Background: an optimization exercise with open tools, aiming at small area and a short achievable clock period. Do not read the settings as production practice. Where RTL was checked, it was by simulation tests only, not by an equivalence proof against the original. Function not checked in run 8: the RTL went through the layout flow alone. Power and IR drop assume default switching activity.

==> flow/design.v (outline; a module is shown in full before it is edited, if it fits) <==
// module mul32lo: 1250 lines
// module c_a222oi: 3 lines
// module c_a21oi: 3 lines
// module c_o21ai: 3 lines
// module c_o22ai: 3 lines
// module c_nand2: 3 lines
// module c_nand3: 3 lines
// module c_nand4: 3 lines
// module c_nor2: 3 lines
// module c_inv: 3 lines
// module c_xor2: 3 lines
// module c_xnor2: 3 lines
// module c_fa: 4 lines
// module c_ha: 4 lines
// module c_or3: 3 lines
// module c_nor3: 3 lines
// module c_o31ai: 3 lines
// module c_mux2: 3 lines
// module c_nand4b: 3 lines
// module register_bank: 97 lines
// module arctos32_top: 152 lines
// module alu_add: 3 lines
// module alu_shl: 3 lines
// module alu_logic: 8 lines
module arctos32_top (
    input         clock,
    input         reset,
    output [26:0] imem_addr,
    output        imem_en,
    input  [31:0] imem_rdata,
    output [22:0] dmem_addr,
    output [31:0] dmem_wdata,
    output        dmem_we,
    output        dmem_re,
    input  [31:0] dmem_rdata
);
  // ...
==> flow/flow/run.sh <==
#!/bin/bash
# Own flow: the standard layout (standard synthesis included, unchanged)
# with changes that only steer optimisation; the SDC is unchanged:
#  - repair_timing is asked for a setup margin, so the layout is optimised
#    for a shorter period than the 25 ns constraint: flow/margin.txt after
#    clock tree synthesis, flow/margin_grt.txt after global routing (a little
#    more, since detailed routing loses some of what it gains);
#  - the port buffers are buf_4 (buffer_ports would otherwise pick a slow
#    delay cell);
#  - clock tree synthesis clusters the sinks more coarsely and adds no dummy
#    loads (a smaller clock tree; every register still gets the clock
#    through the same balanced tree);
set -euo pipefail
MARGIN=$(cat flow/margin.txt)
MARGIN_GRT=$(cat flow/margin_grt.txt)
COMMON=("BUFFER_PORTS_ARGS=-buffer_cell sky130_fd_sc_hd__buf_4"
        "CTS_ARGS=-sink_clustering_enable -repair_clock_nets -dont_use_dummy_load -sink_clustering_size 24 -sink_clustering_max_diameter 70"
        "POST_GLOBAL_ROUTE_TCL=$PWD/flow/post_grt.tcl")
bash standard.sh synth > standard_synth.log 2>&1
bash standard.sh SETUP_SLACK_MARGIN=$MARGIN "${COMMON[@]}" cts > standard_cts.log 2>&1
bash standard.sh SETUP_SLACK_MARGIN=$MARGIN_GRT "${COMMON[@]}" finish > standard_flow.log 2>&1
==> flow/flow/margin.txt <==
18.5
==> flow/flow/margin_grt.txt <==
18.8
==> flow/flow/post_grt.tcl <==
# Sourced by ORFS's global_route.tcl (POST_GLOBAL_ROUTE_TCL) after its
# repair_timing: repair max slew and capacitance once more, with a wider
# margin, then legalise and re-route the changed nets incrementally.
puts "post_grt: repair_design after repair_timing"
estimate_parasitics -global_routing
repair_design -slew_margin 35 -cap_margin 35 -verbose
global_route -start_incremental
detailed_placement
global_route -end_incremental
estimate_parasitics -global_routing
report_check_types -max_slew -max_cap -violators
==> flow/standard.sh <==
#!/bin/bash
# synth_recipe.tcl (not shown) runs the flow's synth.tcl, then flattens the netlist and writes it again
# the make line also repeats each setting of config.mk as NAME=value (left out here)
make -C /OpenROAD-flow-scripts/flow DESIGN_CONFIG=/design/flow/config.mk WORK_HOME=/design/flow/orfs CLKGATE_MAP_FILE= SYNTH_SCRIPT=/design/flow/synth_recipe.tcl "${@:-finish}"
==> flow/config.mk <==
export PLATFORM = sky130hd
export DESIGN_NAME = arctos32_top
export DESIGN_NICKNAME = arctos32_top
export VERILOG_FILES = /design/flow/design.v
export SDC_FILE = /design/flow/constraint.sdc
export NUM_CORES = 8
export LEC_CHECK = 0
export CAP_MARGIN = 20
export CORE_MARGIN = 2
export CORE_UTILIZATION = 50
export SLEW_MARGIN = 20
export SYNTH_HIERARCHICAL = 1
==> flow/constraint.sdc <==
create_clock -name core_clock -period 25.0 [get_ports {clock}]
set_input_delay 5.0000 -clock core_clock [delete_from_list [all_inputs] [get_ports {clock}]]
set_output_delay 5.0000 -clock core_clock [all_outputs]
set_load 0.01 [all_outputs]
==> impl_metrics.tcl, run 1 <==
set metrics [dict create \
    outcome "timing/DRC/antenna clean" \
    fin_crit_ns 6.76 \
    clockNetworkAreaShare_pct 2.54 \
    synthDistinctLibCells 105 \
    cts_resized 191 \
    synth_top_family_by_area "compound AO/OA/AOI/OAI gates" \
    critical_path.cell_chain "buf_16, clkinvlp_4, buf_6, buf_12, nand3_4, o22ai_4, buf_12, a222oi_1, nand4_1, nor3_2, nand2_1" \
    met1_usage_pct 54.7 \
    num-nets-final 6264 \
    drv_cap 0 \
    use_met2_pct 60.1 \
    synth_nets 5515 \
    crit_path_end_kind "register" \
    multi_input_area_mm2 0.0327 \
    reg2reg_from "a[2]" \
    max_freq_mhz 148 \
    multi_input_area_share_pct 41.0 \
    fin_ws_ns 18.24 \
    hold_viol_final 0 \
    rr_endpoint "a[30]" \
    setup_violations 0 \
    rows 131 \
    fin_crit_sh_pct 27.0 \
    synth_top_area_share_pct 46.0 \
    synth-edff-count 992 \
    fin_skew_ns 0.103 \
    r2r_cells 22 \
    cts_buffers 81 \
    peakVddDrop_uv 116 \
    maxSlewViolCount 0 \
    grt_use_met3_pct 12.3 \
    num_vias 58200 \
    fin_setup_tns_ns 0 \
    multi_input_gates 3737 \
    path_clk_slew_ns 0.06 \
    leakage_nw 28.4 \
    pwr-share-comb_pct 40.6 \
    slew_headroom_pct 30.1 \
    crit_type "input port to register" \
    power-top-group "combinational logic" \
    critical-path-max-stage-delay_ns 0.55 \
    worstPathArrival_ns 7.35 \
    hold_buffers 0 \
]
==> run 2: changes to the inputs <==
==> flow/flow/run.sh (replaced) <==
#!/bin/bash
# Own flow: the standard layout (standard synthesis included, unchanged)
# with changes that only steer optimisation; the SDC is unchanged:
#  - repair_timing is asked for a setup margin (flow/margin.txt), so the
#    layout is optimised for a shorter period than the 25 ns constraint;
#  - the port buffers are buf_4 (buffer_ports would otherwise pick a slow
#    delay cell);
#  - clock tree synthesis clusters the sinks more coarsely and adds no dummy
#    loads (a smaller clock tree; every register still gets the clock
#    through the same balanced tree);
set -euo pipefail
MARGIN=$(cat flow/margin.txt)
bash standard.sh synth > standard_synth.log 2>&1
bash standard.sh SETUP_SLACK_MARGIN=$MARGIN POST_GLOBAL_ROUTE_TCL=$PWD/flow/post_grt.tcl \
    "BUFFER_PORTS_ARGS=-buffer_cell sky130_fd_sc_hd__buf_4" \
    "CTS_ARGS=-sink_clustering_enable -repair_clock_nets -dont_use_dummy_load -sink_clustering_size 24 -sink_clustering_max_diameter 70" \
    finish > standard_flow.log 2>&1
==> flow/flow/margin.txt (replaced) <==
18.25
removed: flow/flow/margin_grt.txt
==> run 2 against run 1 <==
Effect of this change:
- still clean on timing, DRC and antenna
- non-clock buffer count shrank 326
- hold slack lost 0.0092 ns
- synthesized area is the same
- cell area shrank 7.4%
- critical path depth shrank 1
- setup slack lost 0.046 ns
- global-route usage grew 0.92 points
- synthesized cell count is the same
- total power shrank 7.3%
- clock skew grew 0.029 ns
- register-to-register slack lost 0.44 ns
- wire length shrank 4.5%
- critical path type unchanged
==> impl_metrics.tcl, run 2 <==
set metrics [dict create \
    path_clk_slew_ns 0.07 \
    fin_crit_sh_pct 27.2 \
    max_freq_mhz 147 \
    grt_pass1_wl_mm 389 \
    synthArstFlopShare_pct 6.17 \
    maxSlewViolCount 0 \
    grt_antenna_before_repair 6 \
    cts-root-buf "clkbuf_16" \
    regMostFlops "RB.r.d" \
    die_h_um 364 \
    fin_setup_tns_ns 0 \
    num-nets-final 5929 \
    num_vias 55600 \
    rows 131 \
    yosysSeqAreaShare_pct 51.5 \
    peakVddDrop_uv 91.2 \
    drive_gt1_share_pct 18.5 \
    synth_nets 5515 \
    drt_iter0_markers 11600 \
    pin_count 151 \
    synthTopCellsByCount "992 x edfxtp_1, 648 x a222oi_1, 470 x nand2_1, 328 x o22ai_1, 295 x xor2_1" \
    core_area_mm2 0.128 \
    h-tree-depth 3 \
    avgSynthCellArea_um2 12.5 \
    synth_top_family_by_area "compound AO/OA/AOI/OAI gates" \
    power_density_mw_per_mm2 69.9 \
    syn_inst 5175 \
    clock_sinks 1151 \
    synthMuxAreaShare_pct 3.48 \
    wirelength_mm 283 \
    leakage_nw 25.9 \
    area_growth_pct 14.1 \
    place_ws_ns 17.21 \
    start_kind "input port" \
    worst_ep_required_time_ns 25.59 \
    drt_pass1_iterations 14 \
    setup_violations 0 \
    slew_headroom_pct 19.9 \
    fin_skew_ns 0.132 \
    fin_ws_ns 18.19 \
    port_buffers 150 \
    ys_seq_elements 1151 \
    ys.flop_type "edfxtp_1" \
    hold_buffers 0 \
    layout_commonest_cell "edfxtp_1" \
    hp-class "register to register" \
    synth_top_area_share_pct 46.0 \
    synthSimpleGateAreaFrac_pct 10.5 \
    cp_top_family "simple AND/OR/NAND/NOR gates" \
    critical-path-max-stage-delay_ns 0.54 \
    synth-edff-count 992 \
    synthDistinctLibCells 105 \
    cts_buffers 81 \
    worstPathArrival_ns 7.39 \
    synth_fa_ha_area_share_pct 7.76 \
    route.detailed.drc 0 \
    post_drt_wl_per_cell_um 38.7 \
    grt_pass1_vias 52100 \
    synth-xor-area-share_pct 5.27 \
    whs_ns 0.466 \
    crit_type "input port to register" \
    initial_core_util_pct 50.5 \
    critPathMaxFanout 17 \
    cts_tree "built" \
    crit_path_end_kind "register" \
    critical_path.cell_chain "buf_6, clkinvlp_4, nand4_1, buf_4, buf_6, o22ai_4, a222oi_1, nand4_1, nor3_2, nand2_1" \
    mostFrequentLayoutCells "992 x edfxtp_1, 648 x a222oi_1, 435 x nand2_1" \
    post_cts_buffers 73 \
    drtAntennaViolNets 0 \
    outcome "timing/DRC/antenna clean" \
    synth_compound_area_share_pct 19.2 \
    gr-total-overflow 0 \
    synth.area.top_cells "edfxtp_1 46%, a222oi_1 10%, fa_1 6.6%, xor2_1 4.0%, o22ai_1 3.2%" \
    hold_viol_final 0 \
    grt_start_max_net_pins 54 \
    clk_latency_ns 0.73 \
    worstMarginPinSlew_ns 1.19 \
    netlist_area_mm2 0.0647 \
    synth-warning-count 8 \
    design.die.area_mm2 0.132 \
    avgViaCountPerCell 7.60 \
    dp_hpwl_mm 191 \
    drv_cap 0 \
    critical-path-slowest-cell "a222oi_1" \
    grt_use_total_pct 41.3 \
    clk_path_buf_depth 3 \
    power_mw 5.16 \
    fin_crit_ns 6.81 \
    cts_resized 111 \
    largest_reg_flops 992 \
    path_buf_inv 4 \
    gp_congestion 0.994 \
    yosysTopAreaCell "edfxtp_1" \
    synthMostInstantiatedCell "edfxtp_1" \
    die_x_um 364 \
]
[run 2: cell counts after synthesis]
No cell type changed its count.
[run 2: worst min-delay path: stages (launching register included)]
cell and delay [ns]:
dfrtp_1 0.33, nand2_1 0.05, nand2_1 0.06
[run 2: power by group]
| group | switching [mW] | internal [mW] | total [mW] |
|---|---|---|---|
| combinational | 1.21 | 0.643 | 1.85 |
| clock | 0.631 | 0.571 | 1.20 |
| sequential | 0.0219 | 2.09 | 2.11 |
[run 2: final cells by class]
| cell class | instances | area (um^2) |
|---|---|---|
| Antenna cell | 3 | 7.51 |
| Timing Repair inverter | 1 | 7.51 |
| Tap cell | 1729 | 2160 |
| Sequential cell | 1151 | 33400 |
| Inverter | 128 | 507 |
| Multi-Input combinational cell | 3730 | 31400 |
| Clock buffer | 81 | 2030 |
| Fill cell | 10600 | 54200 |
| Timing Repair Buffer | 496 | 4340 |
[run 2: through the flow]
stage	util (%)	instance area, um^2	cells
6_report	57.7	73800	7319
3_5_place_dp	54.3	69500	7119
3_3_place_gp	54.2	69400	7114
2_1_floorplan	-	64700	5175
4_1_cts	56.9	72800	7274
[run 2: cells by family after synthesis]
family,count (synthesis)
AOI/OAI and AO/OA,1571
and+or+nand+nor,1356
DFF,1151
xor gates and xnor gates,389
buffers and inverters,300
adders and majority gates,274
muxes,134
[run 2: worst paths after layout]
kind | from | endpoint | cells past startpoint | slack (ns)
worst max-delay path | imem_rdata[30] | a[26] | 10 | 18.19
worst min-delay path | cf | cf | 2 | 0.47
worst max register to register | ir[25] | RB.r[25].d[14] | 17 | 18.35
worst min register to register | cf | cf | 2 | 0.47
max in group asynchronous | reset | ir[28] | 2 | 19.70
min in group asynchronous | reset | RB.valid[11] | 1 | 4.17
[run 2: modules after synthesis (local to each module, per instance), excerpt]
| module | area [um^2] | times used | cells | flops+latches |
|---|---|---|---|---|
| c_o21ai | 5.00 | 71 | 1 | 0 |
| alu_add | 1790 | 1 | 250 | 0 |
| c_nand3 | 5.00 | 189 | 1 | 0 |
| alu_logic | 781 | 1 | 44 | 0 |
| c_nand2 | 3.75 | 328 | 1 | 0 |
| c_nor2 | 3.75 | 131 | 1 | 0 |
| c_xnor2 | 8.76 | 53 | 1 | 0 |
| register_bank | 31300 | 1 | 1146 | 1023 |
| c_nor3 | 10.0 | 64 | 1 | 0 |
| c_xor2 | 8.76 | 281 | 1 | 0 |
| c_o22ai | 6.26 | 318 | 1 | 0 |
| c_a21oi | 8.76 | 51 | 1 | 0 |
| c_nand4b | 8.76 | 8 | 1 | 0 |
| c_inv | 3.75 | 108 | 1 | 0 |
| alu_shl | 1770 | 1 | 183 | 0 |
[run 2: routing by layer]
metal / part of all wire, % / GRT usage (%) / wire length [um] / vias to the layer above
met5: 0.0035 / 0.145 / 10 / -
met4: 6.4 / 20.0 / 18100 / 2
met3: 14 / 12.0 / 40200 / 808
met2: 43 / 61.8 / 122000 / 4738
met1: 36 / 55.2 / 103000 / 27600
li1: - / - / - / 22500
==> run 3: changes to the inputs <==
==> flow/flow/margin.txt (replaced) <==
18.75
==> run 3 against run 2 <==
Effect of this change:
- still clean on timing, DRC and antenna
- non-clock buffer count grew 257
- via count is 5.6% higher
- clock-buffer cell count is 3 higher
- utilization rose by 4.2 points
- cell count increased by 3.9%
- clock skew fell by 0.021 ns
- maximum frequency increased by 1.2%
- highest routed layer unchanged
==> impl_metrics.tcl, run 3 <==
set metrics [dict create \
    grt_antenna_before_repair 19 \
    wirelength_mm 313 \
    post_drt_wl_per_cell_um 41.2 \
    power_mw 5.66 \
    fin_skew_ns 0.111 \
    num_vias 58700 \
    gr-total-overflow 0 \
    nFillCells 9914 \
    path_clk_slew_ns 0.05 \
    clk_path_buf_depth 3 \
    multi_input_area_mm2 0.0328 \
    r2r_setup_slack_ns 18.63 \
    yosysSeqAreaShare_pct 51.5 \
    port_buffers 150 \
    fin_setup_tns_ns 0 \
    drt_iter0_markers 12600 \
    yosysTopAreaCell "edfxtp_1" \
    regMostFlops "RB.r.d" \
    h-tree-depth 3 \
    crit_end "a[27]" \
    synthTopCellsByCount "992 x edfxtp_1, 648 x a222oi_1, 470 x nand2_1, 328 x o22ai_1, 295 x xor2_1" \
    hp-class "register to register" \
    peakVddDrop_uv 197 \
    drtAntennaViolNets 0 \
    clock_sinks 1151 \
    maxSlewViolCount 0 \
    route.detailed.drc 0 \
    critPathLaunch "imem_rdata[30]" \
    max_freq_mhz 149 \
    mostFrequentLayoutCells "992 x edfxtp_1, 648 x a222oi_1, 487 x buf_4" \
    synth_top_area_share_pct 46.0 \
    hold_viol_final 0 \
    critical_path.cell_chain "buf_16, buf_4, nand4_1, buf_12, o22ai_1, buf_4, a222oi_1, nand4_1, nor3_2, nand2_1" \
    largest_reg_flops 992 \
    layout_commonest_cell "edfxtp_1" \
    synth-warning-count 8 \
    worstHoldStart "RB.valid[6]" \
    grt_start_max_net_pins 49 \
    crit_type "input port to register" \
    cts-root-buf "clkbuf_16" \
    netlist_area_mm2 0.0647 \
    grt_pass1_wl_mm 422 \
    cts_tree "built" \
    power_density_mw_per_mm2 71.5 \
    ys_seq_elements 1151 \
    synth-edff-count 992 \
    outcome "timing/DRC/antenna clean" \
    avgSynthCellArea_um2 12.5 \
    worstMarginPinSlew_ns 1.02 \
    area_growth_pct 22.5 \
    drv_cap 0 \
    drt_pass1_iterations 11 \
    syn_inst 5175 \
    post_cts_buffers 275 \
    rows 131 \
    grt_pass1_vias 54600 \
    hold_buffers 0 \
    pin_count 151 \
    register_area_mm2 0.0336 \
    cts_buffers 84 \
    crit_path_end_kind "register" \
    drive_gt1_share_pct 26.5 \
    num-nets-final 6202 \
    synthMostInstantiatedCell "edfxtp_1" \
    critical-path-max-stage-delay_ns 0.52 \
    rr_endpoint "b[30]" \
    dp_hpwl_mm 193 \
    setup_violations 0 \
    grt_use_total_pct 45.5 \
    avgViaCountPerCell 7.72 \
    fin_crit_sh_pct 26.9 \
    worstPathArrival_ns 7.27 \
    synthArstFlopShare_pct 6.17 \
    reg2reg_from "b[7]" \
    synthDistinctLibCells 105 \
    gp_congestion 1.08 \
    start_kind "input port" \
    die_h_um 364 \
    die_x_um 364 \
    leakage_nw 28.0 \
    core_area_mm2 0.128 \
    slew_headroom_pct 32.2 \
    critPathMaxFanout 16 \
    synth_nets 5515 \
    cts_resized 648 \
    r2r_cells 24 \
    clk_latency_ns 0.75 \
    initial_core_util_pct 50.5 \
    fin_crit_ns 6.72 \
    design.die.area_mm2 0.132 \
    ys.flop_type "edfxtp_1" \
    critical-path-slowest-cell "a222oi_1" \
    worst_ep_required_time_ns 25.55 \
    synth.area.top_cells "edfxtp_1 46%, a222oi_1 10%, fa_1 6.6%, xor2_1 4.0%, o22ai_1 3.2%" \
]
run 3: Yosys stat by module, one instance, submodules excluded, excerpt:
module,cells inside,cell area [um^2],flip-flops and latches
c_nor2,1,3.75,0
c_xnor2,1,8.76,0
c_o22ai,1,6.26,0
c_ha,1,12.5,0
alu_shl,183,1770,0
c_nand2,1,3.75,0
alu_logic,44,781,0
c_inv,1,3.75,0
mul32lo,94,644,0
c_a21oi,1,8.76,0
alu_add,250,1790,0
c_fa,1,20.0,0
run 3: metrics by stage:
stage	util (%)	cell area [um^2]	hold WS [ns]	std cells	setup slack (ns)
final	61.9	79200	0.477	7604	18.28
after global placement	54.1	69200	0.455	7071	16.80
after CTS	60.3	77200	0.475	7462	18.48
after detailed placement	54.1	69300	0.462	7073	16.80
after floorplan	-	65000	0.432	5175	18.39
run 3: cell families (layout without fill, tap and decap cells):
kind of cell,Yosys count,count (layout),share of synthesized area [%]
multiplexers,134,134,3.48
flip-flops,1151,1151,51.5
AO/OA/AOI/OAI,1571,1581,19.2
AND/OR/NAND/NOR,1356,1366,10.5
adder cells (fa/ha/maj),274,274,7.76
XOR/XNOR,389,389,5.27
other,0,15,0
buffers and inverters,300,965,2.23
run 3: layout make-up:
| class | count | area share, % |
|---|---|---|
| Inverter | 128 | 0.670 |
| Timing Repair Buffer | 753 | 10.1 |
| Tap cell | 1729 | 2.73 |
| Multi-Input combinational cell | 3744 | 41.5 |
| Antenna cell | 15 | 0.0474 |
| Sequential cell | 1151 | 42.4 |
| Clock buffer | 84 | 2.65 |
run 3: report_power, final:
group          internal, mW  total [mW]  leakage, nW  switching [mW]
Sequential             2.09        2.10         10.6          0.0174
Combinational         0.873        2.32         16.4            1.45
Clock                 0.591        1.24         1.04           0.648
run 3: layer usage:
layer | wire [um] | GRT usage (%) | part of all wire (%) | vias up
met2 | 131000 | 66.9 | 42 | 5540
li1 | - | - | - | 23100
met4 | 27200 | 29.4 | 8.7 | 14
met5 | 223 | 0.654 | 0.071 | -
met1 | 102000 | 55.9 | 33 | 28800
met3 | 52600 | 17.8 | 17 | 1378
run 3: worst max-delay path, delay by kind of cell:
kind,cells,cell delay (ns)
AND/OR/NAND/NOR,4,0.85
buffers and inverters,4,0.77
AO/OA/AOI/OAI,2,0.61
run 3: worst min-delay path by stage:
stage / end / slack [ns] / cells after the start
after floorplan: cf / 0.43 / 2
after global placement: cf / 0.45 / 2
after detailed placement: RB.valid[27] / 0.46 / 1
after CTS: RB.valid[27] / 0.47 / 1
final: RB.valid[6] / 0.48 / 1
==> run 4: changes to the inputs <==
==> flow/flow/margin.txt (replaced) <==
18.5
--- a/flow/config.mk
+++ b/flow/config.mk
@@ -9,4 +9,5 @@
 export CORE_MARGIN = 2
 export CORE_UTILIZATION = 50
+export PLACE_DENSITY = 0.72
 export SLEW_MARGIN = 20
 export SYNTH_HIERARCHICAL = 1
==> run 4 against run 3 <==
Effect of this change:
- critical endpoint is now a[10]
- flip-flop and latch count stayed put
- clock-buffer cell count is 14 lower
- hold slack worse by 0.0020 ns
- critical path type unchanged
==> impl_metrics.tcl, run 4 <==
set metrics [dict create \
    syn_inst 5175 \
    fin_crit_sh_pct 27.3 \
    synthTopCellsByCount "992 x edfxtp_1, 648 x a222oi_1, 470 x nand2_1, 328 x o22ai_1, 295 x xor2_1" \
    fin_crit_ns 6.82 \
    avgSynthCellArea_um2 12.5 \
    yosysSeqAreaShare_pct 51.5 \
    dp_hpwl_mm 187 \
    die_x_um 364 \
    cts_tree "built" \
    mostFrequentLayoutCells "992 x edfxtp_1, 648 x a222oi_1, 429 x nand2_1" \
    clock_sinks 1151 \
    hold_buffers 0 \
    start_kind "input port" \
    synthMostInstantiatedCell "edfxtp_1" \
    drt_iter0_markers 14600 \
    fin_skew_ns 0.135 \
    h-tree-depth 3 \
    ys.flop_type "edfxtp_1" \
    leakage_nw 26.1 \
    grt_pass1_wl_mm 386 \
    crit_path_end_kind "register" \
    critical-path-max-stage-delay_ns 0.58 \
    area_growth_pct 15.5 \
    hp-class "register to register" \
    hold_viol_final 0 \
    gr-total-overflow 0 \
    yosysTopAreaCell "edfxtp_1" \
    maxSlewViolCount 0 \
    gp_congestion 1.04 \
    drt_pass1_iterations 15 \
    route.detailed.drc 0 \
    crit_type "input port to register" \
    grt_use_total_pct 40.7 \
    critical-path-slowest-cell "nand4_1" \
    ys_seq_elements 1151 \
    fin_setup_tns_ns 0 \
    drive_gt1_share_pct 20.0 \
    synthDistinctLibCells 105 \
    worst_ep_required_time_ns 25.51 \
    initial_core_util_pct 50.5 \
    grt_antenna_before_repair 17 \
    num-nets-final 5956 \
    fin_ws_ns 18.19 \
    post_drt_wl_per_cell_um 38.9 \
    cts-root-buf "clkbuf_16" \
    max_freq_mhz 147 \
    critical_path.cell_chain "buf_16, buf_4, nand4_1, o22ai_2, buf_6, a222oi_1, nand4_1, nor3_2, nand2_1" \
    drv_cap 0 \
    netlist_area_mm2 0.0647 \
    core_area_mm2 0.128 \
    worstMarginPinSlew_ns 1.13 \
    cp_top_family "simple AND/OR/NAND/NOR gates" \
    power_density_mw_per_mm2 64.8 \
    post_cts_buffers 53 \
    synth_top_area_share_pct 46.0 \
    regMostFlops "RB.r.d" \
    synthArstFlopShare_pct 6.17 \
    peakVddDrop_uv 92.9 \
    num_vias 57800 \
    pin_count 151 \
    clk_latency_ns 0.76 \
    critPathMaxFanout 5 \
    rows 131 \
    synth_nets 5515 \
    grt_start_max_net_pins 52 \
    die_h_um 364 \
    drtAntennaViolNets 0 \
    design.die.area_mm2 0.132 \
    port_buffers 150 \
    setup_violations 0 \
    outcome "timing/DRC/antenna clean" \
    synth.area.top_cells "edfxtp_1 46%, a222oi_1 10%, fa_1 6.6%, xor2_1 4.0%, o22ai_1 3.2%" \
    avgViaCountPerCell 7.87 \
    crit_path_frequent_cell "nand4_1" \
    layout_commonest_cell "edfxtp_1" \
    place_ws_ns 17.13 \
    synth-edff-count 992 \
    path_clk_slew_ns 0.04 \
    clk_path_buf_depth 3 \
    path_buf_inv 3 \
    grt_pass1_vias 53200 \
    largest_reg_flops 992 \
    slew_headroom_pct 24.2 \
    wirelength_mm 286 \
    synth-warning-count 8 \
    cts_resized 153 \
    worstPathArrival_ns 7.33 \
    cts_buffers 70 \
]
==> run 4: layer usage <==
layer	track usage [%]	wire, um	vias up
li1	-	-	22500
met5	0.109	146	-
met1	51.4	93500	27900
met3	15.4	49200	1449
met2	59.9	120000	5952
met4	23.9	23300	22
==> run 4: kinds of logic after synthesis <==
logic type,after synthesis,synth area share [%]
compound gates,1571,19.2
flops,1151,51.5
buf+inv,300,2.23
simple gates,1356,10.5
mux,134,3.48
fa+ha+maj,274,7.76
xor+xnor,389,5.27
==> run 4: Yosys stat by module (local to each module, per instance), a selection <==
module	copies in the design	cell area, um^2	flops+latches	cells
alu_add	1	1790	0	250
register_bank	1	31300	1023	1146
c_xnor2	53	8.76	0	1
mul32lo	1	644	0	94
c_nor3	64	10.0	0	1
c_a21oi	51	8.76	0	1
c_nand2	328	3.75	0	1
c_nand4b	8	8.76	0	1
c_inv	108	3.75	0	1
c_o22ai	318	6.26	0	1
c_nand3	189	5.00	0	1
c_a222oi	640	10.0	0	1
==> run 4: worst paths after layout <==
| kind | start | endpoint | slack (ns) | depth (start not counted) |
|---|---|---|---|---|
| worst max-delay path | imem_rdata[30] | a[10] | 18.19 | 9 |
| worst min-delay path | cf | cf | 0.47 | 2 |
| worst max register to register | ir[28] | RB.r[3].d[17] | 18.44 | 15 |
| worst min register to register | cf | cf | 0.47 | 2 |
| max in group asynchronous | reset | re_q | 19.56 | 2 |
| min in group asynchronous | reset | RB.valid[17] | 4.24 | 1 |
==> run 4: worst reg2reg max path, cell delays in order (launching register included) <==
cell      delay, ns
dfrtp_1        0.66
nor2_1         0.39
and2_2         0.20
buf_4          0.42
a21oi_1        0.19
ha_1           0.57
nand4_1        0.52
o221ai_2       0.62
a221o_1        0.26
o21bai_1       0.12
a21oi_1        0.11
xnor2_1        0.17
a21o_1         0.26
a221o_1        0.32
a222oi_1       0.63
nand2_2        0.65
==> run 4: where the power goes <==
part,internal (mW),switching [mW]
clock network,0.497,0.610
logic,0.584,1.04
registers,2.09,0.0190
==> run 4: cell type report <==
| class | instances | area [um^2] |
|---|---|---|
| well taps | 1729 | 2160 |
| fillers | 10100 | 53300 |
| diodes | 10 | 25.0 |
| repair inverters | 4 | 30.0 |
| multi-input cells | 3727 | 31700 |
| clock buffers | 70 | 1750 |
| repair buffers | 534 | 5170 |
| flip-flops and latches | 1151 | 33400 |
| inverters | 128 | 507 |
==> run 4: per-stage QoR <==
step | hold slack (ns) | power, mW | area, um^2 | utilization, % | std cells
2_1_floorplan | 0.432 | 3.39 | 64800 | - | 5175
3_3_place_gp | 0.447 | 3.62 | 69200 | 54.0 | 7091
3_5_place_dp | 0.460 | 3.61 | 69200 | 54.1 | 7094
4_1_cts | 0.467 | 4.71 | 72200 | 56.4 | 7222
6_report | 0.475 | 4.84 | 74700 | 58.4 | 7353
==> run 5: changes to the inputs <==
--- a/flow/config.mk
+++ b/flow/config.mk
@@ -9,5 +9,4 @@
 export CORE_MARGIN = 2
 export CORE_UTILIZATION = 50
-export PLACE_DENSITY = 0.72
 export SLEW_MARGIN = 20
 export SYNTH_HIERARCHICAL = 1
==> run 5 against run 4 <==
Effect of this change:
- clock skew decreased by 0.032 ns
- combinational power up 13%
- hold slack barely moved
- critical path depth unchanged
- utilization grew 0.73 points
- synthesized area stayed put
- wire length is 1.4% lower
- clock power is 8% higher
- cell count grew 0.95%
- register-to-register slack improved by 0.19 ns
==> impl_metrics.tcl, run 5 <==
set metrics [dict create \
    outcome "timing/DRC/antenna clean" \
    final_util_pct 59.1 \
    synth-xor-area-share_pct 5.27 \
    crit_path_end_kind "register" \
    worstMarginPinSlew_ns 1.07 \
    peakVddDrop_uv 86.2 \
    num_vias 56300 \
    ys.flop_type "edfxtp_1" \
    clk_latency_ns 0.74 \
    route.detailed.drc 0 \
    drtAntennaViolNets 0 \
    path_clk_slew_ns 0.06 \
    avgViaCountPerCell 7.59 \
    cts_resized 191 \
    worstPathArrival_ns 7.21 \
    layout_commonest_cell "edfxtp_1" \
    drt_iter0_markers 11800 \
    grt_use_total_pct 40.4 \
    post_cts_buffers 68 \
    design.die.area_mm2 0.132 \
    power_density_mw_per_mm2 68.1 \
    postPlaceCellArea_mm2 0.0694 \
    drt_pass1_iterations 14 \
    grt_pass1_wl_mm 383 \
    avgSynthCellArea_um2 12.5 \
    synth_compound_area_share_pct 19.2 \
    post_drt_wl_per_cell_um 38.0 \
    clock_sinks 1151 \
    gp_congestion 1.01 \
    wirelength_mm 282 \
    ys_seq_elements 1151 \
    cts_buffers 81 \
    synth_fa_ha_area_share_pct 7.76 \
    synthSimpleGateAreaFrac_pct 10.5 \
    cp_top_family "simple AND/OR/NAND/NOR gates" \
    synth_nets 5515 \
    synthDistinctLibCells 105 \
    num-nets-final 6031 \
    mostFrequentLayoutCells "992 x edfxtp_1, 648 x a222oi_1, 437 x nand2_1" \
    fin_crit_ns 6.62 \
    rows 131 \
    grt_antenna_before_repair 10 \
    critical-path-max-stage-delay_ns 0.49 \
    synthMostInstantiatedCell "edfxtp_1" \
    power_mw 5.15 \
    synth-warning-count 8 \
    dp_hpwl_mm 189 \
    yosysTopAreaCell "edfxtp_1" \
    port_buffers 150 \
    start_kind "input port" \
    synth_top_area_share_pct 46.0 \
    hp-class "register to register" \
    drv_cap 0 \
    crit_type "input port to register" \
    cts-root-buf "clkbuf_16" \
    fin_skew_ns 0.103 \
    regMostFlops "RB.r.d" \
    synth-edff-count 992 \
    cts_tree "built" \
    leakage_nw 26.7 \
    maxSlewViolCount 0 \
    synth_top_family_by_area "compound AO/OA/AOI/OAI gates" \
    pin_count 151 \
    synthMuxAreaShare_pct 3.48 \
    critical_path.cell_chain "buf_16, clkinvlp_4, buf_4, nand3_4, o22ai_2, a222oi_1, nand4_1, nor3_2, nand2_1" \
    critPathMaxFanout 10 \
    fin_crit_sh_pct 26.5 \
    yosysSeqAreaShare_pct 51.5 \
    synthTopCellsByCount "992 x edfxtp_1, 648 x a222oi_1, 470 x nand2_1, 328 x o22ai_1, 295 x xor2_1" \
    area_growth_pct 17.0 \
    worst_ep_required_time_ns 25.59 \
    die_h_um 364 \
    h-tree-depth 3 \
    netlist_area_mm2 0.0647 \
    synth.area.top_cells "edfxtp_1 46%, a222oi_1 10%, fa_1 6.6%, xor2_1 4.0%, o22ai_1 3.2%" \
    hold_viol_final 0 \
    core_area_mm2 0.128 \
    path_buf_inv 3 \
    grt_pass1_vias 52000 \
    largest_reg_flops 992 \
    initial_core_util_pct 50.5 \
    hold_buffers 0 \
    drive_gt1_share_pct 21.0 \
    grt_start_max_net_pins 67 \
    critical-path-slowest-cell "nand4_1" \
    stdcell_area_mm2 0.0757 \
    setup_violations 0 \
    synthArstFlopShare_pct 6.17 \
    max_freq_mhz 151 \
    gr-total-overflow 0 \
    fin_setup_tns_ns 0 \
    whs_ns 0.475 \
    slew_headroom_pct 28.2 \
    clk_path_buf_depth 3 \
    die_x_um 364 \
    syn_inst 5175 \
]
run 5: cell count changes in the layout (fill, tap and decap cells not counted), sizes merged:
cell      delta
nand2        -2
diode        -5
clkbuf      +11
buf         +64
a21oi        +1
clkinvlp     -2
inv          +1
o22ai        +2
run 5: final cells by class:
type,count,area (um^2)
Antenna cell,5,12.5
Clock buffer,81,2030
Fill cell,10300,52300
Inverter,128,518
Multi-Input combinational cell,3728,31700
Sequential cell,1151,33400
Tap cell,1729,2160
Timing Repair Buffer,598,5800
Timing Repair inverter,3,20.0
run 5: where the power goes:
part	leakage, nW	switching, mW	total, mW	internal, mW
sequential	10.6	0.0164	2.10	2.09
combinational	15.1	1.20	1.85	0.650
clock	0.998	0.632	1.20	0.571
total	26.7	1.85	5.15	3.31
run 5: final timing paths:
path	from	endpoint	slack [ns]	cells past startpoint
hold reg to reg	RB.valid[13]	RB.valid[13]	0.47	1
hold / removal	RB.valid[13]	RB.valid[13]	0.47	1
setup / recovery	imem_rdata[19]	a[5]	18.38	9
max in group asynchronous	reset	pc[1]	19.42	2
min in group asynchronous	reset	RB.valid[16]	4.30	1
setup reg to reg	b[0]	b[30]	18.63	23
run 5: per-module statistics from Yosys (local to each module, per instance), excerpt:
| module | times used | flops+latches | cell area [um^2] | cells |
|---|---|---|---|---|
| c_ha | 30 | 0 | 12.5 | 1 |
| c_a222oi | 640 | 0 | 10.0 | 1 |
| c_a21oi | 51 | 0 | 8.76 | 1 |
| c_o22ai | 318 | 0 | 6.26 | 1 |
| c_nand3 | 189 | 0 | 5.00 | 1 |
| c_nand2 | 328 | 0 | 3.75 | 1 |
| c_inv | 108 | 0 | 3.75 | 1 |
run 5: per-stage QoR:
step                worst slack, ns  std cells
floorplan                     18.39       5175
global placement              17.23       7121
detailed placement            17.24       7124
CTS                           18.50       7278
finish                        18.38       7423
run 5: metal layers:
layer | vias up | track usage, % | share of wire, %
li1 | 22700 | - | -
met1 | 27800 | 54.7 | 36
met2 | 4958 | 60.1 | 43
met3 | 916 | 12.3 | 16
met4 | 12 | 17.6 | 6.0
met5 | - | 0 | 0.019
run 5: kinds of logic after synthesis:
group | count (synthesis)
AO/OA/AOI/OAI | 1571
XOR/XNOR | 389
adder cells (fa/ha/maj) | 274
buffers and inverters | 300
flip-flops | 1151
multiplexers | 134
AND/OR/NAND/NOR | 1356
==> run 6: changes to the inputs <==
--- a/flow/config.mk
+++ b/flow/config.mk
@@ -8,5 +8,5 @@
 export CAP_MARGIN = 20
 export CORE_MARGIN = 2
-export CORE_UTILIZATION = 50
+export CORE_UTILIZATION = 58
 export SLEW_MARGIN = 20
 export SYNTH_HIERARCHICAL = 1
==> run 6 against run 5 <==
Effect of this change:
- non-clock buffer count is 53 higher
- sequential power hardly changed
- cell count is 2.6% lower
- maximum frequency is 2.0% lower
- sequential share of layout area is 0.075 points higher
- setup slack worse by 0.14 ns
- total power is 5.9% lower
- via count is 1.8% higher
- critical path depth is 2 higher
- synthesized cell count stayed put
- cell area is 0.21% lower
- first-iteration DRC count is 9.4% higher
==> impl_metrics.tcl, run 6 <==
set metrics [dict create \
    outcome "timing/DRC/antenna clean" \
    crit_path_end_kind "register" \
    ys.flop_type "edfxtp_1" \
    hold_viol_final 0 \
    rows 122 \
    fin_crit_sh_pct 27.0 \
    worst_ep_required_time_ns 25.55 \
    drtAntennaViolNets 0 \
    yosysTopAreaCell "edfxtp_1" \
    gp_congestion 1.08 \
    path_buf_inv 5 \
    critical-path-slowest-cell "a222oi_1" \
    largest_reg_flops 992 \
    avgViaCountPerCell 7.93 \
    pin_count 151 \
    synth-warning-count 8 \
    post_drt_wl_per_cell_um 38.3 \
    design.die.area_mm2 0.114 \
    synth_nets 5515 \
    start_kind "input port" \
    r2r_setup_slack_ns 18.59 \
    drv_cap 0 \
    synthArstFlopShare_pct 6.17 \
    critPathMaxFanout 7 \
    drt_pass1_iterations 13 \
    synthDistinctLibCells 105 \
    regMostFlops "RB.r.d" \
    synthSimpleGateAreaFrac_pct 10.5 \
    route.detailed.drc 0 \
    fin_crit_ns 6.75 \
    setup_violations 0 \
    grt_start_max_net_pins 51 \
    cts_resized 179 \
    die_h_um 338 \
    ys_seq_elements 1151 \
    layout_commonest_cell "edfxtp_1" \
    worstMarginPinSlew_ns 1.08 \
    synth-edff-count 992 \
    initial_core_util_pct 58.5 \
    grt_antenna_before_repair 9 \
    mostFrequentLayoutCells "992 x edfxtp_1, 648 x a222oi_1, 460 x buf_4" \
    clk_latency_ns 0.71 \
    yosysSeqAreaShare_pct 51.5 \
    synth-xor-area-share_pct 5.27 \
    worstPathArrival_ns 7.30 \
    synth_compound_area_share_pct 19.2 \
    hp-class "register to register" \
    cp_top_family "simple AND/OR/NAND/NOR gates" \
    crit_type "input port to register" \
    critical_path.cell_chain "buf_4, inv_1, nand4_1, buf_6, o22ai_4, buf_6, buf_4, a222oi_1, nand4_1, nor3_2, nand2_1" \
    synth_top_area_share_pct 46.0 \
    synthTopCellsByCount "992 x edfxtp_1, 648 x a222oi_1, 470 x nand2_1, 328 x o22ai_1, 295 x xor2_1" \
    grt_pass1_wl_mm 368 \
    port_buffers 150 \
    critical-path-max-stage-delay_ns 0.48 \
    synth_fa_ha_area_share_pct 7.76 \
    synth.area.top_cells "edfxtp_1 46%, a222oi_1 10%, fa_1 6.6%, xor2_1 4.0%, o22ai_1 3.2%" \
    synthMuxAreaShare_pct 3.48 \
    drt_iter0_markers 12900 \
    fin_skew_ns 0.143 \
    grt_pass1_vias 51600 \
    peakVddDrop_uv 93.3 \
    syn_inst 5175 \
    placedCellCount 6869 \
    gr-total-overflow 0 \
    hold_buffers 0 \
    cts_tree "built" \
    max_freq_mhz 148 \
    wirelength_mm 277 \
    maxSlewViolCount 0 \
    post_cts_buffers 83 \
    netlist_area_mm2 0.0647 \
    num_vias 57400 \
    synth_top_family_by_area "compound AO/OA/AOI/OAI gates" \
    avgSynthCellArea_um2 12.5 \
    path_clk_slew_ns 0.09 \
    cts_buffers 72 \
    dp_hpwl_mm 178 \
    synthMostInstantiatedCell "edfxtp_1" \
    core_area_mm2 0.111 \
    clock_sinks 1151 \
    leakage_nw 26.8 \
    h-tree-depth 3 \
    slew_headroom_pct 28.2 \
    cts-root-buf "clkbuf_16" \
    num-nets-final 6078 \
    area_growth_pct 16.7 \
    grt_use_total_pct 45.1 \
    whs_ns 0.462 \
    fin_setup_tns_ns 0 \
    drive_gt1_share_pct 21.2 \
    final_cells 7231 \
    die_x_um 338 \
    clk_path_buf_depth 3 \
    power_density_mw_per_mm2 64.2 \
]
## run 6: per-module statistics from Yosys, one instance, submodules excluded, a selection
module | flops+latches | cell area (um^2)
alu_add | 0 | 1790
c_a222oi | 0 | 10.0
c_inv | 0 | 3.75
c_nand2 | 0 | 3.75
c_nand4b | 0 | 8.76
c_o21ai | 0 | 5.00
c_o22ai | 0 | 6.26
mul32lo | 0 | 644
register_bank | 1023 | 31300
## run 6: worst reg2reg max path, stage by stage (launching register included)
cell and delay, ns:
dfxtp_1 0.34, buf_4 0.48, nor2_1 0.21, a21oi_4 0.43, o22ai_1 0.15, xor2_1 0.19
fa_1 0.57, fa_1 0.44, fa_1 0.40, fa_1 0.54, fa_1 0.51, xnor2_4 0.23
nor2_1 0.25, nand2_1 0.14, nor2_1 0.19, nand2_1 0.08, o21ai_1 0.24, xnor2_1 0.18
nand2_1 0.27, nand2_8 0.18
## run 6: cell type report
| class | count | area [um^2] |
|---|---|---|
| fill | 7949 | 35200 |
| multi-input combinational | 3732 | 31700 |
| inverter | 128 | 517 |
| tap | 1488 | 1860 |
| sequential | 1151 | 33400 |
| clock buffer | 72 | 1800 |
| timing repair inverter | 2 | 15.0 |
| timing repair buffer | 651 | 6200 |
| antenna | 7 | 17.5 |
## run 6: worst paths after layout
kind,from,endpoint,depth (start not counted)
max,imem_rdata[17],a[13],11
min,cf,cf,2
max reg2reg,b[19],RB.r[28].d[27],19
min reg2reg,cf,cf,2
max in group asynchronous,reset,zf,3
min in group asynchronous,reset,RB.valid[14],1
## run 6: kinds of logic after synthesis
logic type | Yosys count
xor gates and xnor gates | 389
muxes | 134
and+or+nand+nor | 1356
DFF | 1151
AOI/OAI and AO/OA | 1571
buffers and inverters | 300
adders and majority gates | 274
## run 6: layer usage
metal  vias to the layer above  global-route usage (%)  wire, um
met2                      5614                    66.4    117000
met5                         -                       0        51
met3                      1204                    15.2     45300
met1                     27800                    58.9     92000
met4                         8                    25.4     22700
li1                      22700                       -         -
## run 6: through the flow
stage	util (%)	instance area [um^2]	power [mW]	setup WS [ns]
floorplan	-	64800	3.39	18.39
global placement	62.3	68900	3.62	17.22
detailed placement	62.3	69000	3.59	17.23
CTS	65.5	72400	4.73	18.45
finish	68.2	75500	4.85	18.25
## run 6: power by group
part | internal, mW | total (mW) | switching [mW]
sequential | 2.09 | 2.10 | 0.0182
clock | 0.511 | 1.12 | 0.609
combinational | 0.587 | 1.63 | 1.04
==> run 7: changes to the inputs <==
--- a/flow/flow/run.sh
+++ b/flow/flow/run.sh
@@ -4,5 +4,5 @@
 #  - repair_timing is asked for a setup margin (flow/margin.txt), so the
 #    layout is optimised for a shorter period than the 25 ns constraint;
-#  - the port buffers are buf_4 (buffer_ports would otherwise pick a slow
+#  - the port buffers are buf_2 (buffer_ports would otherwise pick a slow
 #    delay cell);
 #  - clock tree synthesis clusters the sinks more coarsely and adds no dummy
@@ -13,5 +13,5 @@
 bash standard.sh synth > standard_synth.log 2>&1
 bash standard.sh SETUP_SLACK_MARGIN=$MARGIN POST_GLOBAL_ROUTE_TCL=$PWD/flow/post_grt.tcl \
-    "BUFFER_PORTS_ARGS=-buffer_cell sky130_fd_sc_hd__buf_4" \
+    "BUFFER_PORTS_ARGS=-buffer_cell sky130_fd_sc_hd__buf_2" \
     "CTS_ARGS=-sink_clustering_enable -repair_clock_nets -dont_use_dummy_load -sink_clustering_size 24 -sink_clustering_max_diameter 70" \
     finish > standard_flow.log 2>&1
--- a/flow/config.mk
+++ b/flow/config.mk
@@ -8,5 +8,5 @@
 export CAP_MARGIN = 20
 export CORE_MARGIN = 2
-export CORE_UTILIZATION = 58
+export CORE_UTILIZATION = 50
 export SLEW_MARGIN = 20
 export SYNTH_HIERARCHICAL = 1
==> run 7 against run 6 <==
Effect of this change:
- still clean
- synthesized cell count unchanged
- clock-buffer cell count up 7
- hold slack better by 0.014 ns
- critical endpoint is now a[15]
- largest cell class unchanged
==> impl_metrics.tcl, run 7 <==
set metrics [dict create \
    synth_top_area_share_pct 46.0 \
    num-nets-final 6039 \
    outcome "timing/DRC/antenna clean" \
    die_x_um 364 \
    fin_crit_sh_pct 26.8 \
    worstPathArrival_ns 7.22 \
    nFillCells 10300 \
    avgViaCountPerCell 7.61 \
    synth-warning-count 8 \
    dp_hpwl_mm 188 \
    start_kind "input port" \
    gp_congestion 1.07 \
    ys_seq_elements 1151 \
    clk_latency_ns 0.73 \
    crit_type "input port to register" \
    reg2reg_from "b[2]" \
    r2r_cells 20 \
    drt_pass1_iterations 17 \
    drtAntennaViolNets 0 \
    ys.flop_type "edfxtp_1" \
    num_vias 56500 \
    hold_buffers 0 \
    fin_crit_ns 6.70 \
    grt_use_total_pct 41.0 \
    slew_headroom_pct 27.2 \
    synth.area.top_cells "edfxtp_1 46%, a222oi_1 10%, fa_1 6.6%, xor2_1 4.0%, o22ai_1 3.2%" \
    synthDistinctLibCells 105 \
    area_growth_pct 16.8 \
    avgSynthCellArea_um2 12.5 \
    regMostFlops "RB.r.d" \
    synthMostInstantiatedCell "edfxtp_1" \
    maxSlewViolCount 0 \
    worst_ep_required_time_ns 25.52 \
    p_seq_share_pct 41.7 \
    worstHoldStart "RB.valid[6]" \
    internal_power_mw 3.28 \
    cts_tree "built" \
    largest_reg_flops 992 \
    fin_setup_tns_ns 0 \
    stdcell_area_mm2 0.0756 \
    cts_resized 215 \
    clk_path_buf_depth 3 \
    r2r_setup_slack_ns 18.58 \
    cts_buffers 79 \
    power_density_mw_per_mm2 66.9 \
    synth-edff-count 992 \
    setup_violations 0 \
    synthArstFlopShare_pct 6.17 \
    gr-total-overflow 0 \
    synthTopCellsByCount "992 x edfxtp_1, 648 x a222oi_1, 470 x nand2_1, 328 x o22ai_1, 295 x xor2_1" \
    grt_pass1_vias 52100 \
    rows 131 \
    critical_path.cell_chain "buf_16, clkinvlp_4, nand4_1, buf_6, buf_6, o22ai_4, a222oi_1, nand4_1, nor3_4, nand2_1" \
    netlist_area_mm2 0.0647 \
    post_drt_wl_per_cell_um 38.6 \
    peakVddDrop_uv 91.5 \
    port_buffers 150 \
    path_buf_inv 4 \
    whs_ns 0.477 \
    synth_nets 5515 \
    cp_top_family "simple AND/OR/NAND/NOR gates" \
    leakage_nw 26.7 \
    design.die.area_mm2 0.132 \
    grt_start_max_net_pins 52 \
    syn_inst 5175 \
    hold_viol_final 0 \
    pwr-share-comb_pct 34.9 \
    cts-root-buf "clkbuf_16" \
    yosysTopAreaCell "edfxtp_1" \
    wirelength_mm 287 \
    path_clk_slew_ns 0.06 \
    grt_antenna_before_repair 12 \
    critical-path-max-stage-delay_ns 0.39 \
    crit_path_end_kind "register" \
    path_depth 10 \
    die_h_um 364 \
    yosysSeqAreaShare_pct 51.5 \
    route.detailed.drc 0 \
    critPathLaunch "imem_rdata[30]" \
    clock_sinks 1151 \
    clkPwrFrac_pct 23.4 \
    layout_commonest_cell "edfxtp_1" \
    core_area_mm2 0.128 \
    drt_iter0_markers 12500 \
    swShare_pct 35.2 \
    rr_endpoint "RB.r[4].d[22]" \
    worstMarginPinSlew_ns 1.08 \
    critPathMaxFanout 8 \
    post_cts_buffers 97 \
    grt_pass1_wl_mm 386 \
    drv_cap 0 \
    crit_end "a[15]" \
    h-tree-depth 3 \
    pin_count 151 \
    fin_skew_ns 0.126 \
    mostFrequentLayoutCells "992 x edfxtp_1, 648 x a222oi_1, 433 x nand2_1" \
    critical-path-slowest-cell "nand4_1" \
    max_freq_mhz 149 \
    initial_core_util_pct 50.5 \
    drive_gt1_share_pct 21.4 \
    postPlaceCellArea_mm2 0.0690 \
    hp-class "register to register" \
    p_sw_mw 1.78 \
    power_mw 5.06 \
]
## run 7: area by class of cell
class | instances | area (um^2) | share of cell area, %
Inverter | 128 | 514 | 0.680
Antenna cell | 4 | 10.0 | 0.0132
Tap cell | 1729 | 2160 | 2.86
Clock buffer | 79 | 1980 | 2.62
Sequential cell | 1151 | 33400 | 44.2
Timing Repair Buffer | 606 | 5680 | 7.52
Multi-Input combinational cell | 3733 | 31800 | 42.1
## run 7: kinds of logic (layout without fill, tap and decap cells)
family / Yosys count / after routing / synth area share (%)
compound gates: 1571 / 1577 / 19.2
xor+xnor: 389 / 389 / 5.27
fa+ha+maj: 274 / 274 / 7.76
buf+inv: 300 / 813 / 2.23
flops: 1151 / 1151 / 51.5
mux: 134 / 134 / 3.48
other cells: 0 / 4 / 0
simple gates: 1356 / 1359 / 10.5
## run 7: power by group through the flow
stage          logic, mW  registers (mW)  clock network (mW)
6_report            1.77            2.11                1.18
3_5_place_dp        1.50            2.15                   0
3_3_place_gp        1.51            2.15                   0
2_1_floorplan       1.24            2.15                   0
4_1_cts             1.57            2.11                1.19
## run 7: per-layer routing
metal | GRT usage (%) | vias up | share of wire [%]
met5 | 0.182 | - | 0.036
met4 | 21.4 | 18 | 7.3
met3 | 11.7 | 963 | 15
met2 | 60.5 | 4923 | 42
met1 | 55.1 | 28000 | 35
li1 | - | 22700 | -
## run 7: Yosys stat by module, one instance, submodules excluded, a selection
module         copies in the design  cells  flip-flops and latches
c_a222oi                        640      1                       0
c_inv                           108      1                       0
register_bank                     1   1146                    1023
c_a21oi                          51      1                       0
c_nor3                           64      1                       0
c_ha                             30      1                       0
c_fa                            210      1                       0
mul32lo                           1     94                       0
c_xnor2                          53      1                       0
c_nand4b                          8      1                       0
c_o22ai                         318      1                       0
alu_shl                           1    183                       0
c_xor2                          281      1                       0
## run 7: worst min path at each step
stage	to	slack, ns	cells past startpoint
after CTS	cf	0.47	2
after floorplan	cf	0.43	2
final	RB.valid[6]	0.48	1
after detailed placement	cf	0.46	2
after global placement	cf	0.45	2
## run 7: metrics by stage
| step | setup WS [ns] | utilization (%) | std cells |
|---|---|---|---|
| after floorplan | 18.39 | - | 5175 |
| after global placement | 16.83 | 53.9 | 7116 |
| after detailed placement | 16.85 | 53.9 | 7117 |
| after CTS | 18.44 | 56.9 | 7296 |
| final | 18.30 | 59.0 | 7430 |
==> module register_bank, before the edit <==
module register_bank (
    input         clock,
    input         reset,
    input         we,        
    input  [4:0]  wa,
    input  [31:0] wd,
    input         ra_sel,    
    input  [4:0]  ra0,
    input  [4:0]  ra1,
    input  [4:0]  rb,        
    input         rb_off,    
    output [31:0] qa_n,      
    output [31:0] qb_n       
);
reg  [31:1] valid;
wire [31:1] wsel;
wire [31:0] q [0:31];
assign q[0] = 32'd0;
genvar k, j;
generate
    for (k = 1; k < 32; k = k + 1) begin : r
        reg [31:0] d;
        assign wsel[k] = we & (wa == k);
        always @(posedge clock)
            if (wsel[k])
                d <= wd;
        assign q[k] = d;
    end
endgenerate
always @(posedge clock or negedge reset)
    if (!reset)
        valid <= 31'd0;
    else
        valid <= valid | wsel;
wire [31:0] s_a, s_b;        
wire [31:0] s_a2, s_b2;      
wire [4:0]  ra0_n, ra1_n, rb_n;
wire        ra_sel_n;
wire [7:0]  pa0_n, pa1_n, pb_n;      
wire [31:1] rd_ok = valid & ~wsel;
c_inv isel (.Y(ra_sel_n), .A(ra_sel));
generate
    for (k = 0; k < 5; k = k + 1) begin : li
        c_inv ia0 (.Y(ra0_n[k]), .A(ra0[k]));
        c_inv ia1 (.Y(ra1_n[k]), .A(ra1[k]));
        c_inv ib  (.Y(rb_n[k]),  .A(rb[k]));
    end
    for (k = 0; k < 8; k = k + 1) begin : p
        c_nand4 pa0 (.Y(pa0_n[k]), .A(k & 1 ? ra0[0] : ra0_n[0]), .B(k & 2 ? ra0[1] : ra0_n[1]),
                     .C(k & 4 ? ra0[2] : ra0_n[2]), .D(ra_sel_n));
        c_nand4 pa1 (.Y(pa1_n[k]), .A(k & 1 ? ra1[0] : ra1_n[0]), .B(k & 2 ? ra1[1] : ra1_n[1]),
                     .C(k & 4 ? ra1[2] : ra1_n[2]), .D(ra_sel));
        c_nand4b pb (.Y(pb_n[k]),  .A_N(rb_off), .B(k & 1 ? rb[0] : rb_n[0]),
                     .C(k & 2 ? rb[1] : rb_n[1]), .D(k & 4 ? rb[2] : rb_n[2]));
    end
    for (k = 1; k < 32; k = k + 1) begin : s
        wire ha0_n, ha1_n, hb_n;
        c_nand3 ha0 (.Y(ha0_n), .A(rd_ok[k]), .B(k & 8 ? ra0[3] : ra0_n[3]), .C(k & 16 ? ra0[4] : ra0_n[4]));
        c_nand3 ha1 (.Y(ha1_n), .A(rd_ok[k]), .B(k & 8 ? ra1[3] : ra1_n[3]), .C(k & 16 ? ra1[4] : ra1_n[4]));
        c_nand3 hb  (.Y(hb_n),  .A(rd_ok[k]), .B(k & 8 ? rb[3] : rb_n[3]),   .C(k & 16 ? rb[4] : rb_n[4]));
        c_o22ai sa  (.Y(s_a[k]),  .A1(pa0_n[k % 8]), .A2(ha0_n), .B1(pa1_n[k % 8]), .B2(ha1_n));
        c_o22ai sa2 (.Y(s_a2[k]), .A1(pa0_n[k % 8]), .A2(ha0_n), .B1(pa1_n[k % 8]), .B2(ha1_n));
        c_nor2  sb  (.Y(s_b[k]),  .A(pb_n[k % 8]), .B(hb_n));
        c_nor2  sb2 (.Y(s_b2[k]), .A(pb_n[k % 8]), .B(hb_n));
    end
endgenerate
assign s_a[0]  = 1'b0;
assign s_b[0]  = 1'b0;
assign s_a2[0] = 1'b0;
assign s_b2[0] = 1'b0;
generate
    for (j = 0; j < 32; j = j + 1) begin : b
        wire [31:0] sa = j < 16 ? s_a : s_a2;
        wire [31:0] sb = j < 16 ? s_b : s_b2;
        wire [10:0] na, nb;      
        for (k = 0; k < 10; k = k + 1) begin : t
            c_a222oi ua (.Y(na[k]),
                .A1(sa[3*k+1]), .A2(q[3*k+1][j]), .B1(sa[3*k+2]), .B2(q[3*k+2][j]),
                .C1(sa[3*k+3]), .C2(q[3*k+3][j]));
            c_a222oi ub (.Y(nb[k]),
                .A1(sb[3*k+1]), .A2(q[3*k+1][j]), .B1(sb[3*k+2]), .B2(q[3*k+2][j]),
                .C1(sb[3*k+3]), .C2(q[3*k+3][j]));
        end
        c_nand2 la (.Y(na[10]), .A(sa[31]), .B(q[31][j]));
        c_nand2 lb (.Y(nb[10]), .A(sb[31]), .B(q[31][j]));
        wire [2:0] oa, ob;
        c_nand4 a0 (.Y(oa[0]), .A(na[0]), .B(na[1]), .C(na[2]), .D(na[3]));
        c_nand4 a1 (.Y(oa[1]), .A(na[4]), .B(na[5]), .C(na[6]), .D(na[7]));
        c_nand3 a2 (.Y(oa[2]), .A(na[8]), .B(na[9]), .C(na[10]));
        c_nand4 b0 (.Y(ob[0]), .A(nb[0]), .B(nb[1]), .C(nb[2]), .D(nb[3]));
        c_nand4 b1 (.Y(ob[1]), .A(nb[4]), .B(nb[5]), .C(nb[6]), .D(nb[7]));
        c_nand3 b2 (.Y(ob[2]), .A(nb[8]), .B(nb[9]), .C(nb[10]));
        c_nor3  oqa (.Y(qa_n[j]), .A(oa[0]), .B(oa[1]), .C(oa[2]));
        c_nor3  oqb (.Y(qb_n[j]), .A(ob[0]), .B(ob[1]), .C(ob[2]));
    end
endgenerate
endmodule
==> run 8: changes to the inputs <==
--- a/flow/design.v
+++ b/flow/design.v
@@ -1344,4 +1344,5 @@
 wire        ra_sel_n;
 wire [7:0]  pa0_n, pa1_n, pb_n;      
+wire [3:0]  ph0, ph1, phb;           
 wire [31:1] rd_ok = valid & ~wsel;
 c_inv isel (.Y(ra_sel_n), .A(ra_sel));
@@ -1360,9 +1361,14 @@
                      .C(k & 2 ? rb[1] : rb_n[1]), .D(k & 4 ? rb[2] : rb_n[2]));
     end
+    for (k = 0; k < 4; k = k + 1) begin : h
+        c_nor2 h0 (.Y(ph0[k]), .A(k & 1 ? ra0_n[3] : ra0[3]), .B(k & 2 ? ra0_n[4] : ra0[4]));
+        c_nor2 h1 (.Y(ph1[k]), .A(k & 1 ? ra1_n[3] : ra1[3]), .B(k & 2 ? ra1_n[4] : ra1[4]));
+        c_nor2 hb (.Y(phb[k]), .A(k & 1 ? rb_n[3] : rb[3]),   .B(k & 2 ? rb_n[4] : rb[4]));
+    end
     for (k = 1; k < 32; k = k + 1) begin : s
         wire ha0_n, ha1_n, hb_n;
-        c_nand3 ha0 (.Y(ha0_n), .A(rd_ok[k]), .B(k & 8 ? ra0[3] : ra0_n[3]), .C(k & 16 ? ra0[4] : ra0_n[4]));
-        c_nand3 ha1 (.Y(ha1_n), .A(rd_ok[k]), .B(k & 8 ? ra1[3] : ra1_n[3]), .C(k & 16 ? ra1[4] : ra1_n[4]));
-        c_nand3 hb  (.Y(hb_n),  .A(rd_ok[k]), .B(k & 8 ? rb[3] : rb_n[3]),   .C(k & 16 ? rb[4] : rb_n[4]));
+        c_nand2 ha0 (.Y(ha0_n), .A(rd_ok[k]), .B(ph0[k / 8]));
+        c_nand2 ha1 (.Y(ha1_n), .A(rd_ok[k]), .B(ph1[k / 8]));
+        c_nand2 hb  (.Y(hb_n),  .A(rd_ok[k]), .B(phb[k / 8]));
         c_o22ai sa  (.Y(s_a[k]),  .A1(pa0_n[k % 8]), .A2(ha0_n), .B1(pa1_n[k % 8]), .B2(ha1_n));
         c_o22ai sa2 (.Y(s_a2[k]), .A1(pa0_n[k % 8]), .A2(ha0_n), .B1(pa1_n[k % 8]), .B2(ha1_n));
--- a/flow/flow/run.sh
+++ b/flow/flow/run.sh
@@ -4,5 +4,5 @@
 #  - repair_timing is asked for a setup margin (flow/margin.txt), so the
 #    layout is optimised for a shorter period than the 25 ns constraint;
-#  - the port buffers are buf_2 (buffer_ports would otherwise pick a slow
+#  - the port buffers are buf_4 (buffer_ports would otherwise pick a slow
 #    delay cell);
 #  - clock tree synthesis clusters the sinks more coarsely and adds no dummy
@@ -13,5 +13,5 @@
 bash standard.sh synth > standard_synth.log 2>&1
 bash standard.sh SETUP_SLACK_MARGIN=$MARGIN POST_GLOBAL_ROUTE_TCL=$PWD/flow/post_grt.tcl \
-    "BUFFER_PORTS_ARGS=-buffer_cell sky130_fd_sc_hd__buf_2" \
+    "BUFFER_PORTS_ARGS=-buffer_cell sky130_fd_sc_hd__buf_4" \
     "CTS_ARGS=-sink_clustering_enable -repair_clock_nets -dont_use_dummy_load -sink_clustering_size 24 -sink_clustering_max_diameter 70" \
     finish > standard_flow.log 2>&1
==> run 8 against run 7 <==
Effect of this change:
- cell area is 1.1% lower
- non-clock buffer count is 56 lower
- register-to-register slack lost 0.02 ns
- flip-flop and latch count is the same
- global-route usage is 2.8 points lower
- synthesized cell count increased by 0.23%
- critical path depth unchanged
- sequential power hardly changed
==> impl_metrics.tcl, run 8 <==
set metrics [dict create \
    synth_nets 5527 \
    num-nets-final 5988 \
    whs_ns 0.455 \
    grt_pass1_vias 51900 \
    postPlaceCellArea_mm2 0.0692 \
    ys_seq_elements 1151 \
    slew_headroom_pct 36.3 \
    dp_hpwl_mm 177 \
    syn_inst 5187 \
    gr-total-overflow 0 \
    route.detailed.drc 0 \
    clk_latency_ns 0.73 \
    hold_viol_final 0 \
    leakage_nw 26.5 \
    crit_type "input port to register" \
    wirelength_mm 263 \
    synth-warning-count 8 \
    post_cts_buffers 65 \
    crit_path_end_kind "register" \
    path_depth 10 \
    fin_setup_tns_ns 0 \
    grt-busiest-layer "met2" \
    synthArstFlopShare_pct 6.17 \
    worst_ep_required_time_ns 25.51 \
    outcome "timing/DRC/antenna clean" \
    clk_path_buf_depth 3 \
    final_util_pct 58.5 \
    avgSynthCellArea_um2 12.5 \
    synthDistinctLibCells 105 \
    rows 131 \
    pin_count 151 \
    path_clk_slew_ns 0.06 \
    critical-path-max-stage-delay_ns 0.49 \
    port_buffers 150 \
    critPathMaxFanout 8 \
    grt_antenna_before_repair 3 \
    yosysTopAreaCell "edfxtp_1" \
    area_growth_pct 15.7 \
    cts-root-buf "clkbuf_16" \
    worstHoldStart "cf" \
    cts_tree "built" \
    grt_pass1_wl_mm 365 \
    synth_top_area_share_pct 46.1 \
    netlist_area_mm2 0.0646 \
    cp_top_family "simple AND/OR/NAND/NOR gates" \
    core_area_mm2 0.128 \
    grt_use_total_pct 38.2 \
    initial_core_util_pct 50.5 \
    stdcell_area_mm2 0.0747 \
    drt_pass1_iterations 13 \
    hp-class "register to register" \
    drtAntennaViolNets 0 \
    post_drt_wl_per_cell_um 36.0 \
    die_x_um 363 \
    num_vias 54700 \
    peakVddDrop_uv 127 \
    drv_cap 0 \
    synthTopCellsByCount "992 x edfxtp_1, 648 x a222oi_1, 563 x nand2_1, 328 x o22ai_1, 295 x xor2_1" \
    clock_sinks 1151 \
    use_met2_pct 58.9 \
    critical_path.cell_chain "buf_4, inv_1, nand4_1, buf_12, o22ai_4, buf_12, a222oi_1, nand4_1, nor3_2, nand2_1" \
    place_ws_ns 16.66 \
    yosysSeqAreaShare_pct 51.6 \
    ys.flop_type "edfxtp_1" \
    fin_crit_ns 6.71 \
    synth.area.top_cells "edfxtp_1 46%, a222oi_1 10%, fa_1 6.6%, xor2_1 4.0%, nand2_1 3.3%" \
    maxSlewViolCount 0 \
    critical-path-slowest-cell "nand4_1" \
    h-tree-depth 3 \
    fin_ws_ns 18.29 \
    mostFrequentLayoutCells "992 x edfxtp_1, 648 x a222oi_1, 518 x nand2_1" \
    largest_reg_flops 992 \
    power_density_mw_per_mm2 67.9 \
    setup_violations 0 \
    reg2reg_from "b[7]" \
    start_kind "input port" \
    max_freq_mhz 149 \
    drt_iter0_markers 10800 \
    hold_buffers 0 \
    design.die.area_mm2 0.132 \
    fin_crit_sh_pct 26.9 \
    grt_start_max_net_pins 59 \
    gp_congestion 1.04 \
    fin_skew_ns 0.134 \
    whs_path_depth 2 \
    drive_gt1_share_pct 20.1 \
    worstMarginPinSlew_ns 0.955 \
    cts_buffers 79 \
    met1_usage_pct 49.4 \
    die_h_um 363 \
    avgViaCountPerCell 7.49 \
    regMostFlops "RB.r.d" \
    path_buf_inv 4 \
    layout_commonest_cell "edfxtp_1" \
    cts_resized 205 \
    synthMostInstantiatedCell "edfxtp_1" \
    grt_use_met3_pct 11.4 \
    critPathLaunch "imem_rdata[23]" \
    r2r_cells 19 \
    synth-edff-count 992 \
    worstPathArrival_ns 7.23 \
]
## run 8: changes by cell type in the layout (fill, tap and decap cells not counted), sizes merged
| cell | before | now |
|---|---|---|
| a21oi | 238 | 236 |
| buf | 594 | 540 |
| clkbuf | 91 | 89 |
| clkinvlp | 7 | 1 |
| diode | 4 | 3 |
| inv | 120 | 126 |
| nand2 | 473 | 563 |
| nand3 | 223 | 130 |
| nor2 | 261 | 273 |
| o22ai | 331 | 329 |
## run 8: path summary, 6_finish.rpt
path	end	slack (ns)
worst max-delay path	a[22]	18.29
worst min-delay path	cf	0.45
min in group asynchronous	RB.valid[23]	4.19
max in group asynchronous	ir[31]	19.43
worst min register to register	cf	0.45
worst max register to register	RB.r[28].d[27]	18.56
## run 8: cell families (layout without fill, tap and decap cells)
family,count (synthesis),count (layout),share of synthesized area [%]
buffers and inverters,300,757,2.23
AO/OA/AOI/OAI,1571,1573,19.3
XOR/XNOR,389,389,5.27
flip-flops,1151,1151,51.6
AND/OR/NAND/NOR,1368,1368,10.4
adder cells (fa/ha/maj),274,274,7.77
multiplexers,134,134,3.48
other,0,3,0
## run 8: per-stage QoR
stage | total power [mW] | cells
6_report | 5.08 | 7311
2_1_floorplan | 3.39 | 5187
3_3_place_gp | 3.71 | 7043
4_1_cts | 4.99 | 7190
3_5_place_dp | 3.69 | 7044
## run 8: tightest hold or removal path, delay by kind of cell (launching register included)
family	cells	cell delay, ns
simple gates	2	0.10
flops	1	0.33
## run 8: where the power goes
group          internal (mW)  switching (mW)  leakage [nW]
Combinational          0.630            1.16          14.9
Sequential              2.09          0.0161          10.6
Clock                  0.558           0.629         0.974
## run 8: area by class of cell
cell class / count / area, um^2
Inverter: 128 / 509
Sequential cell: 1151 / 33400
Fill cell: 10400 / 53100
Clock buffer: 79 / 1980
Timing Repair Buffer: 550 / 5190
Multi-Input combinational cell: 3738 / 31600
Antenna cell: 3 / 7.51
Tap cell: 1662 / 2080
## run 8: metal layers
| metal | wire (um) | share of wire (%) |
|---|---|---|
| met3 | 36600 | 14 |
| met4 | 16500 | 6.3 |
| met1 | 92800 | 35 |
| met2 | 118000 | 45 |
| met5 | 11 | 0.0042 |
## run 8: Yosys stat by module (local to each module, per instance), excerpt
module | cells inside | flops+latches | times used
alu_add | 250 | 0 | 1
c_nor3 | 1 | 0 | 64
alu_shl | 183 | 0 | 1
c_xor2 | 1 | 0 | 281
alu_logic | 44 | 0 | 1
c_o22ai | 1 | 0 | 318
c_nand3 | 1 | 0 | 96
c_inv | 1 | 0 | 108
c_a222oi | 1 | 0 | 640
c_nand4 | 1 | 0 | 144
arctos32_top | 832 | 128 | 1

[afterwards: timing with drivers on the ports]
The results above use ideal ports. As a check the final layouts listed here were re-extracted and re-timed, cells and wires unchanged. Step 1 sets driving cells, clkbuf_16 on the clock port and buf_2 on the other inputs (assumed; they add their load-dependent delay and slew). Step 2, shift: input delay + t, output delay - t, t = (earliest + latest rising clock arrival at the registers) / 2. This alone moves slack from input paths to output paths. Slacks: ideal / step 1 / step 2; pairs: ideal / step 1.
run	t, ns	setup WS [ns]	worst setup path after step 2	worst register clock-pin slew, ns	pins driven straight from the clock port
run 1	0.769	18.240 / 18.169 / 17.399	input to register	0.09 / 0.09	1
run 2	0.739	18.194 / 18.134 / 17.395	input to register	0.10 / 0.10	1
run 3	0.784	18.276 / 18.186 / 17.401	input to register	0.10 / 0.10	1
run 4	0.765	18.185 / 18.084 / 17.318	input to register	0.10 / 0.10	1
run 5	0.767	18.384 / 18.212 / 17.444	input to register	0.10 / 0.10	1
run 6	0.720	18.247 / 18.120 / 17.401	input to register	0.10 / 0.10	1
run 7	0.744	18.297 / 18.185 / 17.441	input to register	0.09 / 0.09	1
run 8	0.742	18.285 / 18.231 / 17.489	input to register	0.10 / 0.10	1
After both steps setup and hold are still met in every run listed. For run 5, which loses most, drivers alone change the setup slack by -0.172 ns; drivers and shift together by -0.940 ns.
